Context: an optimization exercise on an open-source flow, tuned for small area. The choices shown serve that exercise and are no tape-out recipe.
Function was checked by simulation only, so behaviour that the tests miss may differ from the original.
Power is estimated from default activity; no workload was simulated.

## flow/design.v

```verilog
module aoi222(input a0, b0, a1, b1, a2, b2, output y);
	assign y = ~((a0 & b0) | (a1 & b1) | (a2 & b2));
endmodule
module oai21(input a0, a1, b, output y);
	assign y = ~((a0 | a1) & b);
endmodule
module invm(input a, output y);
	assign y = ~a;
endmodule
module nand2m(input a, b, output y);
	assign y = ~(a & b);
endmodule
module nand3m(input a, b, c, output y);
	assign y = ~(a & b & c);
endmodule
module nand4m(input a, b, c, d, output y);
	assign y = ~(a & b & c & d);
endmodule
module nor2m(input a, b, output y);
	assign y = ~(a | b);
endmodule
module or3m(input a, b, c, output y);
	assign y = a | b | c;
endmodule
module xor2m(input a, b, output y);
	assign y = a ^ b;
endmodule
module xnor2m(input a, b, output y);
	assign y = ~(a ^ b);
endmodule
module and2m(input a, b, output y);
	assign y = a & b;
endmodule
module or2m(input a, b, output y);
	assign y = a | b;
endmodule
module nand2bm(input an, b, output y);
	assign y = ~(~an & b);
endmodule
module oai22(input a0, a1, b0, b1, output y);
	assign y = ~((a0 | a1) & (b0 | b1));
endmodule
module ao21(input a0, a1, b, output y);
	assign y = (a0 & a1) | b;
endmodule
module rf_rdbit(input [31:1] s, input [31:1] d, output y);
	wire [10:0] n;
	genvar g;
	generate for (g = 0; g < 10; g = g + 1) begin : A
		aoi222 a(s[3*g+1], d[3*g+1], s[3*g+2], d[3*g+2], s[3*g+3], d[3*g+3], n[g]);
	end endgenerate
	nand2m a31(s[31], d[31], n[10]);
	wire p0, p1, p2;
	nand4m c0(n[0], n[1], n[2], n[3], p0);
	nand4m c1(n[4], n[5], n[6], n[7], p1);
	nand3m c2(n[8], n[9], n[10], p2);
	or3m c3(p0, p1, p2, y);
endmodule
module rdec(input [4:0] a, output [31:1] y);
	wire [4:0] an;
	wire [3:0] ph;       
	wire [7:0] pl;       
	genvar i;
	generate for (i = 0; i < 5; i = i + 1) begin : I
		invm iv(a[i], an[i]);
	end endgenerate
	nand2m h0(an[4], an[3], ph[0]);
	nand2m h1(an[4], a[3], ph[1]);
	nand2m h2(a[4], an[3], ph[2]);
	nand2m h3(a[4], a[3], ph[3]);
	generate for (i = 0; i < 8; i = i + 1) begin : L
		nand3m l(((i >> 2) & 1) ? a[2] : an[2], ((i >> 1) & 1) ? a[1] : an[1], (i & 1) ? a[0] : an[0], pl[i]);
	end endgenerate
	generate for (i = 1; i < 32; i = i + 1) begin : Y
		nor2m g(ph[i >> 3], pl[i & 7], y[i]);
	end endgenerate
endmodule
module wdec(input [4:0] a, input we, rst, output [31:1] y);
	wire [4:0] an;
	wire rn;
	wire [3:0] ph;       
	wire [7:0] pl;       
	genvar i;
	generate for (i = 0; i < 5; i = i + 1) begin : I
		invm iv(a[i], an[i]);
	end endgenerate
	invm ir(rst, rn);
	nand3m h0(we, an[4], an[3], ph[0]);
	nand3m h1(we, an[4], a[3], ph[1]);
	nand3m h2(we, a[4], an[3], ph[2]);
	nand3m h3(we, a[4], a[3], ph[3]);
	generate for (i = 0; i < 8; i = i + 1) begin : L
		nand3m l(((i >> 2) & 1) ? a[2] : an[2], ((i >> 1) & 1) ? a[1] : an[1], (i & 1) ? a[0] : an[0], pl[i]);
	end endgenerate
	generate for (i = 1; i < 32; i = i + 1) begin : Y
		oai21 g(ph[i >> 3], pl[i & 7], rn, y[i]);
	end endgenerate
endmodule
module ALU(input [31:0] wbv, mema, rd1, rd2, input [15:0] imm,
		input sAw, sAm, sAr, sBw, sBm, sBi, sBr,
		input sub, selS, selXo, selAo, selSlt, selLg,
		output [31:0] lo, output hi);
	wire [32:0] c;       
	wire [31:0] px;      
	wire nselAo, nselXo;
	wire nImmHi;
	wire s32;
	invm ia(selAo, nselAo);
	invm ix(selXo, nselXo);
	nand2m ih(sBi, imm[15], nImmHi);
	assign c[0] = sub;
	genvar i;
	generate for (i = 0; i < 32; i = i + 1) begin : S
		wire nA, nB1, B;
		aoi222 ma(sAw, wbv[i], sAm, mema[i], sAr, rd1[i], nA);
		aoi222 mb(sBw, wbv[i], sBm, mema[i], sBr, rd2[i], nB1);
		if (i < 16) begin : LB
			wire nI;
			nand2m mi(sBi, imm[i], nI);
			nand2m mo(nB1, nI, B);
		end else begin : HB
			nand2m mo(nB1, nImmHi, B);
		end
		wire s;
		if (i % 2 == 0) begin : E
			wire nb, g, p, nL;
			xnor2m xb(B, sub, nb);           
			nor2m  gg(nA, nb, g);            
			nand2m pp(nA, nb, p);            
			xor2m  xx(nA, nb, px[i]);        
			oai21  cc(c[i], g, p, c[i+1]);   
			xor2m  ss(px[i], c[i], s);
			aoi222 ml(selS, s, selXo, px[i], selAo, g, nL);
			if (i == 0) begin : SLT
				wire nT;
				nand2m mt(selSlt, s32, nT);
				nand2m mo(nL, nT, lo[i]);
			end else begin : NS
				invm mo(nL, lo[i]);
			end
		end else begin : O
			wire a, b, ng, np, t;
			invm   ia(nA, a);
			xor2m  xb(B, sub, b);
			nand2m gg(a, b, ng);             
			nor2m  pp(a, b, np);             
			nand2bm xx(np, ng, px[i]);       
			oai21  cc(np, c[i], ng, c[i+1]); 
			xor2m  ss(px[i], c[i], s);
			oai22  ml(nselAo, ng, nselXo, px[i], t);
			ao21   mo(selS, s, t, lo[i]);
		end
	end endgenerate
	xnor2m sg(c[32], px[31], s32);
	assign hi = (selS & s32) | (selLg & lo[31]);
endmodule
module inc30(input [29:0] a, output [29:0] y);
	wire [30:0] t;       
	invm i0(a[0], y[0]);
	assign t[1] = a[0];
	genvar k;
	generate for (k = 1; k < 30; k = k + 1) begin : B
		if (k % 2 == 1) begin : O
			nand2m cc(t[k], a[k], t[k+1]);
			xor2m  ss(a[k], t[k], y[k]);
		end else begin : E
			wire an;
			invm   ia(a[k], an);
			nor2m  cc(t[k], an, t[k+1]);
			xnor2m ss(a[k], t[k], y[k]);
		end
	end endgenerate
endmodule
module badd30(input [29:0] a, input [15:0] imm, output [29:0] y);
	wire [16:0] c;       
	xor2m  s0(a[0], imm[0], y[0]);
	nand2m c0(a[0], imm[0], c[1]);
	genvar k;
	generate for (k = 1; k < 16; k = k + 1) begin : L
		if (k % 2 == 1) begin : O
			wire ng, np, npx;
			nand2m  gg(a[k], imm[k], ng);
			nor2m   pp(a[k], imm[k], np);
			nand2bm xx(np, ng, npx);
			oai21   cc(np, c[k], ng, c[k+1]);
			xor2m   ss(npx, c[k], y[k]);
		end else begin : E
			wire g, p, npx;
			and2m   gg(a[k], imm[k], g);
			or2m    pp(a[k], imm[k], p);
			nand2bm xx(g, p, npx);
			oai21   cc(c[k], g, p, c[k+1]);
			xnor2m  ss(npx, c[k], y[k]);
		end
	end endgenerate
	wire [30:16] t;      
	xor2m t16(imm[15], c[16], t[16]);
	generate for (k = 16; k < 30; k = k + 1) begin : H
		wire x;
		if (k % 2 == 0) begin : E
			xor2m  xs(a[k], imm[15], x);
			nand2m cc(x, t[k], t[k+1]);
			xor2m  ss(a[k], t[k], y[k]);
		end else begin : O
			xnor2m xs(a[k], imm[15], x);
			nor2m  cc(x, t[k], t[k+1]);
			xnor2m ss(a[k], t[k], y[k]);
		end
	end endgenerate
endmodule
module pcmux(input [29:0] r, j, b, n, input sr, sj, sb, sn, output [29:0] y);
	genvar k;
	generate for (k = 0; k < 30; k = k + 1) begin : B
		wire n1, n2;
		aoi222 m1(sr, r[k], sj, j[k], sn, n[k], n1);
		nand2m m2(sb, b[k], n2);
		nand2m m3(n1, n2, y[k]);
	end endgenerate
endmodule
module auxmux(input [29:0] pc4, input [4:0] rt, input [15:0] imm, input [31:0] lo, rd2,
		input sjal, slui, smflo, srd2, hbit, output [31:0] y);
	wire nh = ~hbit;
	wire nhh = ~((slui & rt[4]) | hbit);
	wire [20:0] lv = {rt, imm};
	genvar k;
	generate for (k = 0; k < 32; k = k + 1) begin : B
		wire n1, n2;
		if (k < 2) begin : L
			aoi222 m1(slui, lv[k], smflo, lo[k], srd2, rd2[k], n1);
			nand2m m3(n1, nh, y[k]);
		end else if (k < 21) begin : M
			aoi222 m1(sjal, pc4[k-2], smflo, lo[k], srd2, rd2[k], n1);
			nand2m m2(slui, lv[k], n2);
			nand3m m3(n1, n2, nh, y[k]);
		end else begin : H
			aoi222 m1(sjal, pc4[k-2], smflo, lo[k], srd2, rd2[k], n1);
			nand2m m3(n1, nhh, y[k]);
		end
	end endgenerate
endmodule
module wbmux(input [31:0] a, b, c, input sa, sb, sc, output [31:0] y);
	genvar k;
	generate for (k = 0; k < 32; k = k + 1) begin : B
		wire n1;
		aoi222 m1(sa, a[k], sb, b[k], sc, c[k], n1);
		invm m2(n1, y[k]);
	end endgenerate
endmodule
module Pipeline(input clk, input rst, input [31:0] Inst, readData_Mem,
		output [31:0] adr_inst, adr_Mem, writeData_Mem,
		output memWrite, memRead);
	localparam OP_ADDI = 6'b001000, OP_ADD = 6'b100000, OP_SUB = 6'b100010, OP_AND = 6'b100100,
		OP_OR = 6'b100101, OP_XOR = 6'b100110, OP_SLT = 6'b101010, OP_SLTI = 6'b001010,
		OP_LW = 6'b100011, OP_SW = 6'b101011, OP_MFLO = 6'b010000, OP_MFHI = 6'b010001,
		OP_J = 6'b000010, OP_JAL = 6'b000011, OP_JR = 6'b000111, OP_BEQ = 6'b000100,
		OP_BNE = 6'b000101, OP_LUI = 6'b001111;
	reg [31:2] pc;
	reg [31:0] id_inst;
	reg [31:2] id_pc4;
	reg [5:0] ex_op;
	reg [4:0] ex_rs, ex_rt;
	reg [15:0] ex_imm;
	reg [31:0] ex_rd1, ex_rd2;
	reg [31:2] ex_pc4;
	reg ex_sAw, ex_sAm, ex_sAr, ex_sBw, ex_sBm, ex_sBi, ex_sBr;
	reg ex_sub;          
	reg [31:0] mem_alu, mem_aux;
	reg mem_hi;
	reg [4:0] mem_dest;
	reg mem_wr, mem_rd, mem_we, mem_isalu;
	reg [31:0] wb_val;
	wire e_addi = ex_op == OP_ADDI, e_add = ex_op == OP_ADD, e_sub = ex_op == OP_SUB,
		e_and = ex_op == OP_AND, e_or = ex_op == OP_OR, e_xor = ex_op == OP_XOR,
		e_slt = ex_op == OP_SLT, e_slti = ex_op == OP_SLTI, e_lw = ex_op == OP_LW,
		e_sw = ex_op == OP_SW, e_mflo = ex_op == OP_MFLO, e_mfhi = ex_op == OP_MFHI,
		e_j = ex_op == OP_J, e_jal = ex_op == OP_JAL, e_jr = ex_op == OP_JR,
		e_beq = ex_op == OP_BEQ, e_bne = ex_op == OP_BNE, e_lui = ex_op == OP_LUI;
	wire e_rtype = e_add | e_sub | e_and | e_or | e_xor | e_slt;
	wire e_itype = e_addi | e_slti | e_lw;
	wire e_alu = e_rtype | e_addi | e_slti;
	wire e_rw = e_alu | e_lw | e_mflo | e_mfhi | e_jal | e_lui;
	wire [4:0] e_dest = e_itype ? ex_rt : e_rtype ? ex_imm[15:11] : e_jal ? 5'd31 : ex_rs;
	wire e_wr = e_rw && e_dest != 5'd0;
	wire e_jmp = e_j | e_jal;
	wire [5:0] id_op = id_inst[31:26];
	wire [4:0] id_rs = id_inst[25:21];
	wire [4:0] id_rt = id_inst[20:16];
	wire [31:0] rd1, rd2;
	wire [31:0] mem_val;
	reg [32*32-1:32] rf;
	wire [31:1] sel1, sel2, rf_we;
	rdec D1(id_rs, sel1);
	rdec D2(id_rt, sel2);
	wdec DW(mem_dest, mem_wr, rst, rf_we);
	genvar gi, gb;
	generate
		for (gi = 1; gi < 32; gi = gi + 1) begin : RSEL
			always @(posedge clk)
				if (rf_we[gi]) rf[32*gi +: 32] <= mem_val;
		end
		for (gb = 0; gb < 32; gb = gb + 1) begin : RBIT
			wire [31:1] col;
			for (gi = 1; gi < 32; gi = gi + 1) begin : C
				assign col[gi] = rf[32*gi + gb];
			end
			rf_rdbit r1(sel1, col, rd1[gb]);
			rf_rdbit r2(sel2, col, rd2[gb]);
		end
	endgenerate
	wire stall = e_lw && (ex_rt == id_rs || ex_rt == id_rt);
	wire eq = (rd1 == rd2);
	wire flush = ((id_op == OP_BEQ) && eq) || ((id_op == OP_BNE) && !eq);
	wire take = flush && !stall;
	wire [31:2] btarget;
	badd30 BA(id_pc4, id_inst[15:0], btarget);
	wire fa_wb = mem_wr && mem_dest == id_rs;
	wire fa_mem = e_wr && e_dest == id_rs;
	wire fb_wb = mem_wr && mem_dest == id_rt;
	wire fb_mem = e_wr && e_dest == id_rt;
	wire id_imm = !stall && (id_op == OP_ADDI || id_op == OP_SLTI || id_op == OP_LW || id_op == OP_SW);
	wire e_lg = e_and | e_or | e_xor;
	wire e_slts = e_slt | e_slti;
	wire [31:0] alu_lo;
	wire alu_hi;
	ALU EXE(wb_val, mem_alu, ex_rd1, ex_rd2, ex_imm,
		ex_sAw, ex_sAm, ex_sAr, ex_sBw, ex_sBm, ex_sBi, ex_sBr,
		ex_sub, !(e_lg | e_slts | e_beq | e_bne), e_xor | e_or, e_and | e_or, e_slts, e_lg,
		alu_lo, alu_hi);
	wire [31:0] aux;
	auxmux AX(ex_pc4, ex_rt, ex_imm, mem_alu, ex_rd2,
		e_jal, e_lui, e_mflo, !(e_jal | e_lui | e_mflo | e_mfhi), e_mfhi & mem_hi, aux);
	wire [31:2] pc_inc;
	inc30 PI(pc, pc_inc);
	wire [31:2] pc_next;
	pcmux PM(ex_rd1[29:0], {ex_pc4[31:28], ex_imm[10:0], ex_rs, ex_rt, ex_imm[15:11]}, btarget, pc_inc,
		!rst && e_jr, !rst && e_jmp, !rst && take && !e_jr && !e_jmp, !rst && !take && !e_jr && !e_jmp,
		pc_next);
	wbmux WM(readData_Mem, mem_alu, mem_aux, !rst && mem_rd, !rst && mem_isalu, !rst && !(mem_rd | mem_isalu), mem_val);
	always @(posedge clk) begin
		if (rst || !stall) pc <= pc_next;
		if (rst || flush) id_inst <= 32'd0;
		else if (!stall) id_inst <= Inst;
		if (!stall) id_pc4 <= pc_inc;
		ex_op <= (rst || stall) ? 6'd0 : id_op;
		ex_rs <= id_rs;
		ex_rt <= id_rt;
		ex_imm <= id_inst[15:0];
		ex_rd1 <= rd1;
		ex_rd2 <= rd2;
		ex_pc4 <= id_pc4;
		ex_sAw <= fa_wb;
		ex_sAm <= !fa_wb && fa_mem;
		ex_sAr <= !fa_wb && !fa_mem;
		ex_sBw <= fb_wb;
		ex_sBm <= !fb_wb && fb_mem;
		ex_sBi <= !fb_wb && !fb_mem && id_imm;
		ex_sBr <= !fb_wb && !fb_mem && !id_imm;
		ex_sub <= !stall && (id_op == OP_SUB || id_op == OP_SLT || id_op == OP_SLTI);
		mem_alu <= alu_lo;
		mem_hi <= alu_hi;
		mem_aux <= aux;
		mem_dest <= e_dest;
		mem_wr <= !rst && e_wr;
		mem_rd <= !rst && e_lw;
		mem_we <= !rst && e_sw;
		mem_isalu <= e_alu;
		wb_val <= mem_val;
	end
	assign adr_inst = {pc, 2'b00};
	assign adr_Mem = mem_alu;
	assign writeData_Mem = mem_aux;
	assign memRead = mem_rd;
	assign memWrite = mem_we;
endmodule
```

## flow/constraint.sdc

```tcl
create_clock -name core_clock -period 8.0 [get_ports {clk}]
set_input_delay 1.6000 -clock core_clock [delete_from_list [all_inputs] [get_ports {clk}]]
set_output_delay 1.6000 -clock core_clock [all_outputs]
set_load 0.01 [all_outputs]
```

## flow/config.mk

```make
export PLATFORM = sky130hd
export DESIGN_NAME = Pipeline
export DESIGN_NICKNAME = Pipeline
export VERILOG_FILES = /design/flow/design.v
export SDC_FILE = /design/flow/constraint.sdc
export NUM_CORES = 4
export LEC_CHECK = 0
export CAP_MARGIN = 10
export CORE_MARGIN = 2
export CORE_UTILIZATION = 55
export PLACE_DENSITY = 0.7
export SLEW_MARGIN = 10
export SYNTH_HIERARCHICAL = 1
export SYNTH_MINIMUM_KEEP_SIZE = 0
```

## flow/standard.sh

```bash
#!/bin/bash
# synth_recipe.tcl (not shown) runs the flow's synth.tcl, then flattens the netlist and writes it again
# the make line also repeats each setting of config.mk as NAME=value (left out here)
make -C /OpenROAD-flow-scripts/flow DESIGN_CONFIG=/design/flow/config.mk WORK_HOME=/design/flow/orfs CLKGATE_MAP_FILE= SYNTH_SCRIPT=/design/flow/synth_recipe.tcl "${@:-finish}"
```

## flow/flow/run.sh

```bash
#!/bin/bash
# Layout flow: the standard synthesis unchanged, then the standard ORFS
# steps with these changes:
#  - port buffers are buf_1 instead of the resizer's default choice
#  - clock tree from clkbuf_8 buffers, without dummy loads
# Each step's full output goes to the ORFS logs under orfs/logs, and the
# output of each make call to a log file here.
set -uo pipefail
bash standard.sh synth > make_synth.log 2>&1 || exit 1
export BUFFER_PORTS_ARGS="-buffer_cell sky130_fd_sc_hd__buf_1"
export CTS_ARGS="-sink_clustering_enable -repair_clock_nets -dont_use_dummy_load -buf_list sky130_fd_sc_hd__clkbuf_8 -sink_clustering_size 14 -sink_clustering_max_diameter 60"
bash standard.sh MATCH_CELL_FOOTPRINT=0 finish > make_layout.log 2>&1 || exit 1
```

==> results.py, run 1 <==
metrics = {
    "die": {
        "io_pins": 164,
        "die_w_um": 315,
        "std_cell_rows": 113,
        "start_util_pct": 55.7,
        "die_area_um2": 99000,
        "core_area_um2": 95300,
        "die_y_um": 315,
    },
    "logic_synthesis": {
        "ys_types": 57,
        "ys_seq_area_share_pct": 69.8,
        "synth-edff-count": 1052,
        "synthDominantCellAreaShare_pct": 59.5,
        "synth.most_common_cell": "edfxtp_1",
        "synthTopCellsByArea": "edfxtp_1 60%, a222oi_1 15%, dfxtp_1 10%, nand2_1 2.1%, xor2_1 1.9%",
        "ys_warn_count": 7,
        "syn_inst": 3548,
        "netlist_area_um2": 53100,
        "synthArstFlopShare_pct": 0,
        "ys_ff_latch": 1324,
        "synth_top_cells_by_count": "1052 x edfxtp_1, 814 x a222oi_1, 297 x nand2_1, 272 x dfxtp_1, 170 x nor2_1",
        "synthFlopType": "edfxtp_1",
        "syn_avg_cell_area_um2": 15.0,
        "yosys.area.top_type": "edfxtp_1",
    },
    "timing": {
        "final.setup_skew_ns": 0.105,
        "post-route-period-util_pct": 93.1,
        "setup_viol": 0,
        "relSlewSlack_pct": 12.9,
        "tightest_slew_ns": 1.31,
        "worst_slack_ns": 0.552,
        "hold_violations": 0,
        "fmaxAchievable_mhz": 134,
        "holdWs_ns": 0.366,
        "slew_violations": 0,
        "finalCriticalPeriod_ns": 7.45,
        "setup_tns_ns": 0,
    },
    "critical_path": {
        "path_class": "flop to flop",
        "critPathArrivalTime_ns": 8.13,
        "ff2ff_setup_slack_ns": 0.55,
        "cp-end-kind": "flop",
        "cp_slowest_cell": "dfxtp_1",
        "cpMostUsedCell": "o21ai_1",
        "required_ns": 8.68,
        "crit_path_max_fanout": 9,
        "critPathMaxStageDelay_ns": 0.42,
        "critPathLaunchType": "flop",
    },
    "route": {
        "firstDrtPassIters": 14,
        "via_per_inst": 7.89,
        "vias": 41300,
        "antenna_left": 0,
        "drt-initial-drc-count": 10800,
        "routed_wl_um": 196000,
        "drc": 0,
        "avgRoutedWirePerCell_um": 37.5,
    },
    "placement": {
        "place_ws_ns": 0.232,
        "place_congestion": 0.978,
        "port_buffers": 161,
        "hpwlAfterDp_um": 121000,
        "place_inst": 5108,
        "dpl_cell_area_um2": 57000,
    },
    "final_layout": {
        "drive_gt1_share_pct": 9.89,
        "fin_util_pct": 61.5,
        "nNetsFinal": 4022,
        "instances_no_fill": 5228,
        "syn_to_final_growth_pct": 10.4,
        "final_area_um2": 58600,
    },
    "global_routing": {
        "grt_pass1_wl_um": 274000,
        "overflow": 0,
        "grt_max_degree": 45,
        "antenna_found_initial": 16,
        "grt_pass1_vias": 39000,
        "grtUsageTotal_pct": 38.6,
    },
    "worst_hold_path": {
        "hold_class": "flop to flop",
    },
    "clock_network": {
        "cts_inserted_buffers": 110,
        "insertion_delay_ns": 0.82,
        "clkTransAtPathRegs_ns": 0.10,
        "cts_tree": "yes",
        "cts_setup_buffers": 0,
        "clkSinkCount": 1324,
        "htree_levels": 3,
        "clockBufferDepth": 3,
        "ctsRootBufferMaster": "clkbuf_8",
    },
    "pwr": {
        "p_per_area_nw_per_um2": 249,
        "ir_drop_v": 0.000129,
        "total_power_mw": 14.6,
        "leakage_nw": 20.8,
    },
    "run": {
        "drv_cap": 0,
    },
    "outcome": {
        "status": "complete, no violations",
    },
}
## where the power goes
| part | leakage, nW | internal (mW) | switching (mW) | total, mW |
|---|---|---|---|---|
| combinational | 6.86 | 0.620 | 1.46 | 2.08 |
| sequential | 13.2 | 8.52 | 0.673 | 9.19 |
| clock | 0.791 | 1.22 | 2.11 | 3.33 |
| total | 20.8 | 10.4 | 4.24 | 14.6 |
## per-module statistics from Yosys, one instance, submodules excluded, a selection
module / area, um^2 / cells
auxmux: 12.5 / 2
invm: 3.75 / 1
Pipeline: 39000 / 1624
xor2m: 8.76 / 1
oai21: 5.00 / 1
ALU: 8.76 / 1
nand4m: 6.26 / 1
nand2m: 3.75 / 1
nand3m: 5.00 / 1
or2m: 6.26 / 1
and2m: 6.26 / 1
nand2bm: 6.26 / 1
## cell type report
type | instances | area, um^2
Sequential cell | 1324 | 37000
Fill cell | 7209 | 36700
Multi-Input combinational cell | 2108 | 16300
Timing Repair Buffer | 312 | 1760
Tap cell | 1265 | 1580
Clock buffer | 110 | 1510
Inverter | 100 | 375
Antenna cell | 9 | 22.5
## kinds of logic (layout without fill, tap and decap cells)
group / Yosys count / after routing / synth area share, %
buffers and inverters: 117 / 522 / 0.861
XOR/XNOR: 208 / 208 / 3.43
flip-flops: 1324 / 1324 / 69.8
other: 1 / 11 / 0.00707
AND/OR/NAND/NOR: 893 / 893 / 8.10
multiplexers: 32 / 32 / 0.604
AO/OA/AOI/OAI: 973 / 973 / 17.2
## registers in the layout, indices dropped and copies added, names as in the netlist, 5 cells and up
name	cells
ex_op	6
ex_rs	5
pc	30
mem_aux	32
id_inst	32
wb_val	32
ex_rt	5
id_pc4	30
ex_pc4	30
mem_alu	32
mem_dest	5
rf	992
ex_imm	16
ex_rd1	32
ex_rd2	32
## worst max-delay path: cells and delay by family (launching register included)
family          cells  cell delay, ns
xor+xnor            2            0.34
flops               1            0.42
simple gates        2            0.32
compound gates     34            6.23
## cells in the final DEF, fill, tap and decap left out, drive strengths merged, types with 2 or more instances in the layout
cell,netlist,layout
clkinv,0,2
clkbuf,9,110
a21oi,10,10
nor2b,8,8
nand4,137,137
mux2i,32,32
conb,1,2
or2,10,10
nor3,10,10
edfxtp,1052,1052
buf,8,312
nand3,119,119
dfxtp,272,272
o22a,2,2
xnor2,91,91
a21o,18,18
a222oi,814,814
o2bb2ai,2,2
nor4,6,6
diode,0,9
xor2,117,117
a32oi,2,2
o22ai,23,23
nand2b,36,36
inv,100,98
and3,6,6
or3,67,67
nor3b,4,4
a31oi,5,5
o21ai,88,88
nor2,170,170
nand2,297,297
and2,15,15
## path summary, 6_finish.rpt
kind | start | to | cells past startpoint
setup / recovery | ex_sBm | mem_hi | 38
hold / removal | id_inst[12] | ex_imm[12] | 0
hold reg to reg | id_inst[12] | ex_imm[12] | 0
setup reg to reg | ex_sBm | mem_hi | 38
## per-layer routing
layer,vias up,wire length [um],track usage (%)
met1,19900,62400,47.3
met5,-,73,0
met4,12,15800,26.2
li1,16500,-,-
met2,4089,85400,58.1
met3,776,32500,13.2
## repair_timing
item,CTS,global route
gates resized for setup,0,11
hold buffers,0,0
endpoints found under the setup margin,0,5
==> inputs of run 2 (changes only) <==
--- a/flow/flow/run.sh
+++ b/flow/flow/run.sh
@@ -10,3 +10,3 @@
 export BUFFER_PORTS_ARGS="-buffer_cell sky130_fd_sc_hd__buf_1"
-export CTS_ARGS="-sink_clustering_enable -repair_clock_nets -dont_use_dummy_load -buf_list sky130_fd_sc_hd__clkbuf_8 -sink_clustering_size 14 -sink_clustering_max_diameter 60"
+export CTS_ARGS="-sink_clustering_enable -repair_clock_nets -dont_use_dummy_load -buf_list sky130_fd_sc_hd__clkbuf_8 -sink_clustering_size 16 -sink_clustering_max_diameter 60"
 bash standard.sh MATCH_CELL_FOOTPRINT=0 finish > make_layout.log 2>&1 || exit 1
==> run 2 against run 1 <==
Design area decreased by 0.24%. Non-clock buffer count increased by 1. Combinational power barely moved. Still clean on timing, DRC and antenna. Utilization shrank 0.15 points. First-iteration DRC count increased by 0.23%. Highest routed layer unchanged. Clock-buffer cell count fell by 11. Clock power shrank 4%. Maximum frequency down 0.19%. Flip-flop and latch count unchanged. Synthesized cell count unchanged. Worst setup slack lost 0.014 ns.
==> results.py, run 2 <==
metrics = {
    "route": {
        "firstDrtPassIters": 11,
        "routed_wl_um": 196000,
        "avgRoutedWirePerCell_um": 37.6,
        "via_per_inst": 7.88,
        "drc": 0,
        "antenna_left": 0,
        "drt-initial-drc-count": 10900,
        "vias": 41100,
    },
    "die": {
        "core_area_um2": 95300,
        "std_cell_rows": 113,
        "die_area_um2": 99000,
        "io_pins": 164,
        "start_util_pct": 55.7,
        "die_y_um": 315,
        "die_w_um": 315,
    },
    "clock_network": {
        "ctsRootBufferMaster": "clkbuf_8",
        "clkSinkCount": 1324,
        "clkTransAtPathRegs_ns": 0.11,
        "cts_tree": "yes",
        "insertion_delay_ns": 0.85,
        "clockBufferDepth": 3,
        "cts_inserted_buffers": 99,
        "cts_resized": 0,
        "cts_hold_buf": 0,
        "htree_levels": 3,
        "cts_setup_buffers": 0,
    },
    "critical_path": {
        "critPathBufInv": 0,
        "required_ns": 8.69,
        "ff2ff_setup_slack_ns": 0.54,
        "reg2reg_from": "ex_sBm",
        "critPathLaunchType": "flop",
        "cp-end-kind": "flop",
        "startpoint": "ex_sBm",
        "crit_path_max_fanout": 9,
        "path_class": "flop to flop",
        "critPathArrivalTime_ns": 8.15,
        "cp_slowest_cell": "dfxtp_1",
        "cpMostUsedCell": "o21ai_1",
        "path_delay_family": "compound AO/OA/AOI/OAI gates",
        "critPathMaxStageDelay_ns": 0.44,
        "r2r_cells": 38,
        "rr_endpoint": "mem_hi",
    },
    "logic_synthesis": {
        "synth-edff-count": 1052,
        "ys_ff_latch": 1324,
        "synth_top_cells_by_count": "1052 x edfxtp_1, 814 x a222oi_1, 297 x nand2_1, 272 x dfxtp_1, 170 x nor2_1",
        "ys_warn_count": 7,
        "yosys.area.top_type": "edfxtp_1",
        "syn_inst": 3548,
        "synthTopCellsByArea": "edfxtp_1 60%, a222oi_1 15%, dfxtp_1 10%, nand2_1 2.1%, xor2_1 1.9%",
        "syn_avg_cell_area_um2": 15.0,
        "synthDominantCellAreaShare_pct": 59.5,
        "ys_types": 57,
        "ys_seq_area_share_pct": 69.8,
        "synth.most_common_cell": "edfxtp_1",
        "synthFlopType": "edfxtp_1",
        "synthArstFlopShare_pct": 0,
        "netlist_area_um2": 53100,
    },
    "final_layout": {
        "drive_gt1_share_pct": 9.66,
        "fill_cells": 7235,
        "top_register": "rf",
        "nNetsFinal": 4012,
        "syn_to_final_growth_pct": 10.1,
        "fin_util_pct": 61.3,
        "largest_reg_flops": 992,
        "instances_no_fill": 5217,
        "final_cell_mix": "1052 x edfxtp_1, 814 x a222oi_1, 296 x nand2_1",
        "final_common_cell": "edfxtp_1",
    },
    "placement": {
        "place_congestion": 0.978,
        "port_buffers": 161,
        "place_inst": 5108,
        "hpwlAfterDp_um": 121000,
    },
    "worst_hold_path": {
        "hold_depth": 0,
        "min_to": "ex_pc4[12]",
        "min_from": "id_pc4[12]",
        "hold_class": "flop to flop",
    },
    "global_routing": {
        "grt_max_degree": 45,
        "grt_pass1_vias": 39000,
        "grtUsageTotal_pct": 38.7,
        "antenna_found_initial": 16,
        "overflow": 0,
        "grt_pass1_wl_um": 275000,
    },
    "run": {
        "drv_cap": 0,
    },
    "pwr": {
        "leakage_nw": 20.8,
        "p_per_area_nw_per_um2": 248,
        "ir_drop_v": 0.000117,
        "total_power_mw": 14.5,
    },
    "timing": {
        "holdWs_ns": 0.366,
        "tightest_slew_ns": 1.28,
        "slew_violations": 0,
        "post-route-period-util_pct": 93.3,
        "setup_viol": 0,
        "hold_violations": 0,
        "final.setup_skew_ns": 0.0953,
        "fmaxAchievable_mhz": 134,
        "finalCriticalPeriod_ns": 7.46,
        "relSlewSlack_pct": 14.7,
    },
    "outcome": {
        "status": "complete, no violations",
    },
}
[run 2: cell counts after synthesis]
Identical to the previous run, type by type.
[run 2: metrics by stage]
stage,TNS [ns],cell area [um^2],setup WS (ns)
2_1_floorplan,0,53100,1.07
3_3_place_gp,0,57000,0.438
3_5_place_dp,0,57000,0.232
4_1_cts,0,58300,0.144
5_1_grt,-0.176,58400,-0.123
6_report,0,58400,0.538
[run 2: worst max-delay path by stage]
| stage | end | slack [ns] | depth (start not counted) |
|---|---|---|---|
| after detailed placement | mem_hi | 0.23 | 38 |
| after CTS | mem_hi | 0.14 | 38 |
| after floorplan | mem_hi | 1.07 | 36 |
| final | mem_hi | 0.54 | 38 |
| after global routing | mem_hi | -0.12 | 38 |
| after global placement | mem_hi | 0.44 | 38 |
[run 2: per-layer routing]
| layer | global-route usage, % | share of wire, % | wire length, um | up-vias |
|---|---|---|---|---|
| li1 | - | - | - | 16400 |
| met1 | 47.7 | 32 | 62300 | 19900 |
| met2 | 58.2 | 43 | 85100 | 4005 |
| met3 | 13.4 | 17 | 33200 | 753 |
| met4 | 25.5 | 8.0 | 15600 | 12 |
| met5 | 0 | 0.036 | 71 | - |
[run 2: report_power, final]
| part | switching [mW] | total [mW] | internal (mW) | leakage [nW] |
|---|---|---|---|---|
| Sequential | 0.673 | 9.19 | 8.52 | 13.2 |
| Clock | 2.10 | 3.21 | 1.10 | 0.712 |
| Combinational | 1.47 | 2.09 | 0.622 | 6.87 |
| Total | 4.24 | 14.5 | 10.2 | 20.8 |
[run 2: layout make-up]
class / count / area, um^2 / share of cell area [%]
flip-flops and latches: 1324 / 37000 / 63.4
well taps: 1265 / 1580 / 2.71
diodes: 8 / 20.0 / 0.0343
repair buffers: 313 / 1770 / 3.03
inverters: 100 / 375 / 0.642
multi-input cells: 2108 / 16300 / 27.9
clock buffers: 99 / 1360 / 2.33
[run 2: kinds of logic (layout without fill, tap and decap cells)]
group	Yosys count	after routing	share of synthesized area [%]
multiplexers	32	32	0.604
AND/OR/NAND/NOR	893	893	8.10
buffers and inverters	117	512	0.861
XOR/XNOR	208	208	3.43
AO/OA/AOI/OAI	973	973	17.2
other	1	10	0.00707
flip-flops	1324	1324	69.8
[run 2: Yosys stat by module (local to each module, per instance), a selection]
module	flops+latches	area, um^2	copies in the design	cells
or3m	0	6.26	64	1
nand2m	0	3.75	277	1
ALU	0	8.76	1	1
xnor2m	0	8.76	51	1
auxmux	0	12.5	1	2
nand4m	0	6.26	128	1
oai21	0	5.00	78	1
ao21	0	7.51	16	1

afterwards: timing with drivers on the ports:
The results above use ideal ports. As a check the final layouts listed here were re-extracted and re-timed, cells and wires unchanged. Step 1, drivers: a clkbuf_16 drives clk and a buf_2 each remaining input, both assumed. Step 2 times the ports against the registers' clock, not the clock port: input delays grow and output delays shrink by t, the midpoint of the rising clock arrivals with the driver on. Slacks: ideal ports / drivers / drivers and shift; pairs: ideal ports / drivers.
run	shift t [ns]	setup slack, ns	worst hold slack (ns)	slew at the worst register clock pin (ns)	worst slew at a driven data input, ns
run 1	0.832	0.552 / 0.552 / 0.552	0.366 / 0.366 / 0.366	0.10 / 0.10	0.05
run 2	0.855	0.538 / 0.538 / 0.538	0.366 / 0.366 / 0.366	0.11 / 0.11	0.05
After both steps every run listed still meets setup and hold.
